What follows belongs to an exercise in optimizing a design on an open flow for small area and a short achievable clock period; a production flow would make more cautious choices.
Function was checked by simulation only, so behaviour that the tests miss may differ from the original.
Power figures rest on the tool's default switching activity, not on a simulated workload.

==> flow/design.v <==
`timescale 1ns / 1ps
module add32(a, b, ci, s);
    input  [31:0] a, b;
    input         ci;
    output [31:0] s;
    wire [31:0] p = a ^ b;
    wire [31:0] gl [0:5];
    wire [31:0] pl [0:5];
    assign gl[0] = a & b;
    assign pl[0] = p;
    genvar l, i;
    generate for (l = 0; l < 5; l = l + 1) begin : lvl
        for (i = 0; i < 32; i = i + 1) begin : bit_
            if (i >= (1 << l)) begin : op
                assign gl[l+1][i] = gl[l][i] | (pl[l][i] & gl[l][i - (1 << l)]);
                assign pl[l+1][i] = pl[l][i] & pl[l][i - (1 << l)];
            end else begin : pass
                assign gl[l+1][i] = gl[l][i];
                assign pl[l+1][i] = pl[l][i];
            end
        end
    end endgenerate
    wire [31:0] c = gl[5] | (pl[5] & {32{ci}});
    assign s = p ^ {c[30:0], ci};
endmodule
`timescale 1ns / 1ps
module Riscv(
    input         clk,
    input         rst,
    output [31:0] imem_addr,
    input  [31:0] imem_rdata,
    output [31:0] dmem_addr,
    output        dmem_re,
    output        dmem_we,
    output [31:0] dmem_wdata,
    input  [31:0] dmem_rdata,
    output        wb_we,
    output [4:0]  wb_rd,
    output [31:0] wb_data
);
reg  [31:1] fa;             
reg  [31:25] ir_hi;         
reg  [11:7]  ir_rd;         
reg  [31:0]  ar;            
reg  [31:0]  yr;            
reg  [31:0]  v2r;           
reg          c_l, c_s, c_b, c_bz, c_we, c_fw;    
reg          c_sub, c_sgn, s_sum, s_lt, s_and, s_or, s_sl, s_sr;
reg  [31:0]  xr;            
reg  [31:0]  br;            
reg          ex_ld, ex_st, ex_tk, ex_we;
reg  [4:0]   ex_rd;
reg  [31:0]  wb;
reg          wb_v;
reg  [4:0]   wb_a;
reg  [32*32-1:32] rf;       
wire kill = rst | ex_tk;
wire [31:0] res;
wire [31:0] f = imem_rdata;
wire [4:0]  f_op  = f[6:2];
wire [2:0]  f_f3  = f[14:12];
wire [4:0]  f_rs1 = f[19:15];
wire [4:0]  f_rs2 = f[24:20];
wire f_r = (f_op == 5'b01100);
wire f_i = (f_op == 5'b00100);
wire f_l = (f_op == 5'b00000);
wire f_s = (f_op == 5'b01000);
wire f_b = (f_op == 5'b11000);
wire f_sub = f_r && ((f_f3 == 3'b000 && f[30]) || f_f3 == 3'b010) || f_i && f_f3 == 3'b010;
wire [4:0] n_rd = kill ? 5'd31 : ir_rd;
wire       n_fw = !kill && c_fw;
wire       n_ld = !kill && c_l;
wire m1 = f_r && !n_ld && (n_rd == f_rs1);
wire m2 = f_r && !n_ld && (n_rd == f_rs2);
reg [31:0] rd1, rd2;
integer k;
always @(*) begin
    rd1 = 32'd0;
    rd2 = 32'd0;
    for (k = 1; k < 32; k = k + 1) begin
        rd1 = rd1 | ({32{f_rs1 == k}} & rf[32*k +: 32]);
        rd2 = rd2 | ({32{f_rs2 == k}} & rf[32*k +: 32]);
    end
end
wire [31:0] v1 = rd1;
wire [31:0] v2 = rd2;
wire [31:0] f_imm = {{20{f[31]}}, f[31:25], f_s ? f[11:7] : f[24:20]};
wire a_res = m1 && n_fw;
wire a_reg = !m1;
wire y_res = m2 && n_fw;
wire y_reg = f_r && !m2;
wire y_imm = !f_r;
wire [31:0] a_nx = ({32{a_res}} & res) | ({32{a_reg}} & v1);
wire [31:0] y_nx = ({32{y_res}} & res) | ({32{y_reg}} & v2) | ({32{y_imm}} & f_imm);
always @(posedge clk) begin
    ar    <= a_nx;
    yr    <= y_nx;
    v2r   <= v2;
    ir_hi <= f[31:25];
    ir_rd <= rst ? 5'd31 : f[11:7];
    c_l   <= !rst && f_l;
    c_s   <= !rst && f_s;
    c_b   <= !rst && f_b;
    c_we  <= !rst && (f_r || f_i || f_l);
    c_fw  <= !rst && (f_r || f_i || f_s);
    c_bz  <= (f_f3 == 3'b000);
    c_sub <= f_sub;
    c_sgn <= f_i;
    s_sum <= (f_r || f_i) && f_f3 == 3'b000 || f_l && (f_f3 == 3'b000 || f_f3 == 3'b010)
             || f_s && f_f3 == 3'b010;
    s_lt  <= (f_r || f_i) && f_f3 == 3'b010;
    s_and <= f_r && f_f3 == 3'b111;
    s_or  <= f_r && f_f3 == 3'b110;
    s_sl  <= f_r && f_f3 == 3'b001;
    s_sr  <= f_r && f_f3 == 3'b101;
    fa    <= rst ? 31'd0 : next_fa;
end
wire [31:0] imm_b = {{20{ir_hi[31]}}, ir_rd[7], ir_hi[30:25], ir_rd[11:8], 1'b0};
wire [31:0] a = ar;
wire [31:0] y = yr;
wire [31:0] sum;
add32 alu_add(.a(a), .b(y ^ {32{c_sub}}), .ci(c_sub), .s(sum));
wire        lt  = (a[31] != y[31]) ? (c_sgn ? a[31] : y[31]) : sum[31];
wire        big = |y[31:5];
wire [31:0] a_rev;
genvar g;
generate for (g = 0; g < 32; g = g + 1) begin : rev_a
    assign a_rev[g] = a[31-g];
end endgenerate
wire [31:0] sh_in = s_sl ? a_rev : a;
wire [31:0] sh    = sh_in >> y[4:0];
wire [31:0] sh_rev;
generate for (g = 0; g < 32; g = g + 1) begin : rev_s
    assign sh_rev[g] = sh[31-g];
end endgenerate
assign res = ({32{s_sum}} & sum)
           | {31'd0, s_lt & lt}
           | ({32{s_and}} & (a & y))
           | ({32{s_or}}  & (a | y))
           | ({32{s_sl && !big}} & sh_rev)
           | ({32{s_sr && !big}} & sh);
wire        tk_now = !kill && c_b && (ar == v2r);
wire [31:1] tgt    = c_bz ? (fa + imm_b[31:1]) : 31'd0;
wire [31:1] next_fa = tk_now ? tgt : fa + 31'd2;
always @(posedge clk) begin
    xr    <= res;
    br    <= v2r;
    ex_ld <= !kill && c_l;
    ex_st <= !kill && c_s;
    ex_tk <= tk_now;
    ex_we <= !kill && c_we;
    ex_rd <= ir_rd;
end
assign imem_addr  = {fa, 1'b0};
assign dmem_addr  = xr;
assign dmem_re    = ex_ld;
assign dmem_we    = ex_st;
assign dmem_wdata = br;
wire [31:0] wdata = ex_ld ? dmem_rdata : xr;
wire        wen   = !rst && ex_we;
always @(posedge clk) begin
    wb   <= wdata;
    wb_v <= wen;
    wb_a <= ex_rd;
end
genvar r;
generate for (r = 1; r < 32; r = r + 1) begin : regs
    always @(posedge clk)
        if (wen && ex_rd == r)
            rf[32*r +: 32] <= wdata;
end endgenerate
assign wb_we   = wb_v;
assign wb_rd   = wb_a;
assign wb_data = wb;
endmodule
make LEC_CHECK=0 CAP_MARGIN=20 CORE_MARGIN=2 CORE_UTILIZATION=40 CTS_BUF_LIST=sky130_fd_sc_hd__clkbuf_16 CTS_CLUSTER_DIAMETER=100 CTS_CLUSTER_SIZE=24 SETUP_SLACK_MARGIN=5 SLEW_MARGIN=20 SYNTH_HIERARCHICAL=1 TNS_END_PERCENT=0 finish   # period 8.0 ns
run.sh (not shown) runs the stock make flow with config.mk's settings and CLKGATE_MAP_FILE= SYNTH_SCRIPT=/design/flow/synth_recipe.tcl, a recipe that flattens the netlist after the stock synthesis.
The starting point completed without violations.
Then changed:
--- a/flow/design.v
+++ b/flow/design.v
@@ -4,9 +4,10 @@
     input         ci;
     output [31:0] s;
     wire [31:0] p = a ^ b;
+    wire [31:0] g0 = a & b;
     wire [31:0] gl [0:5];
     wire [31:0] pl [0:5];
-    assign gl[0] = a & b;
+    assign gl[0] = {g0[31:1], g0[0] | (p[0] & ci)};
     assign pl[0] = p;
     genvar l, i;
     generate for (l = 0; l < 5; l = l + 1) begin : lvl
@@ -20,8 +21,7 @@
             end
         end
     end endgenerate
-    wire [31:0] c = gl[5] | (pl[5] & {32{ci}});
-    assign s = p ^ {c[30:0], ci};
+    assign s = p ^ {gl[5][30:0], ci};
 endmodule
 `timescale 1ns / 1ps
 module Riscv(
@@ -94,7 +94,7 @@
 wire [31:0] y_nx = ({32{y_res}} & res) | ({32{y_reg}} & v2) | ({32{y_imm}} & f_imm);
 always @(posedge clk) begin
     ar    <= a_nx;
-    yr    <= y_nx;
+    yr    <= y_nx ^ {32{f_sub}};
     v2r   <= v2;
     ir_hi <= f[31:25];
     ir_rd <= rst ? 5'd31 : f[11:7];
@@ -117,10 +117,11 @@
 end
 wire [31:0] imm_b = {{20{ir_hi[31]}}, ir_rd[7], ir_hi[30:25], ir_rd[11:8], 1'b0};
 wire [31:0] a = ar;
-wire [31:0] y = yr;
+wire [31:0] y = yr;         
 wire [31:0] sum;
-add32 alu_add(.a(a), .b(y ^ {32{c_sub}}), .ci(c_sub), .s(sum));
-wire        lt  = (a[31] != y[31]) ? (c_sgn ? a[31] : y[31]) : sum[31];
+add32 alu_add(.a(a), .b(y), .ci(c_sub), .s(sum));
+wire        y31 = y[31] ^ c_sub;
+wire        lt  = (a[31] != y31) ? (c_sgn ? a[31] : y31) : sum[31];
 wire        big = |y[31:5];
 wire [31:0] a_rev;
 genvar g;
Result:
- The new run passed the timing, design-rule and antenna checks
- die area came out higher by 1.2%
- clock-buffer cell count stays the same
- fmax came out lower by 0.72%
- cell area came out higher by 1.2%
- hold slack gets better by 0.013 ns
- global-route usage came out higher by 0.24 points
- power came out higher by 0.97%
- worst setup slack gets worse by 0.029 ns
- non-clock buffer count came out higher by 15
- wire length came out higher by 2.5%
- clock power came out higher by about 2%
- sequential share of layout area came out lower by 0.61 points
- sequential cell count does not change
- sequential power barely changes

separate check: timing with driven ports:
Ports are ideal in the flow. The routed layouts listed here were re-timed in OpenROAD. Step 1 assumes that a clkbuf_16 drives the clock port and a buf_2 every other input. Step 2 times the ports against the registers' clock, not the clock port: input delays grow and output delays shrink by t, the midpoint of the rising clock arrivals with the driver on. a / b / c = ideal / step 1 / step 2; a / b = the first two.
| run | t (ns) | setup slack, ns | hold WS [ns] | worst register clock-pin slew, ns | worst slew at a driven data input, ns |
|---|---|---|---|---|---|
| the first run | 0.762 | 3.961 / 3.989 / 3.243 | 0.359 / 0.359 / 0.359 | 0.11 / 0.11 | 0.10 |
| the second run | 0.793 | 3.931 / 3.942 / 3.149 | 0.372 / 0.372 / 0.372 | 0.11 / 0.11 | 0.11 |
After both steps setup and hold are still met in every run listed. For the second run, which loses most, drivers alone change the setup slack by +0.011 ns; drivers and shift together by -0.782 ns.
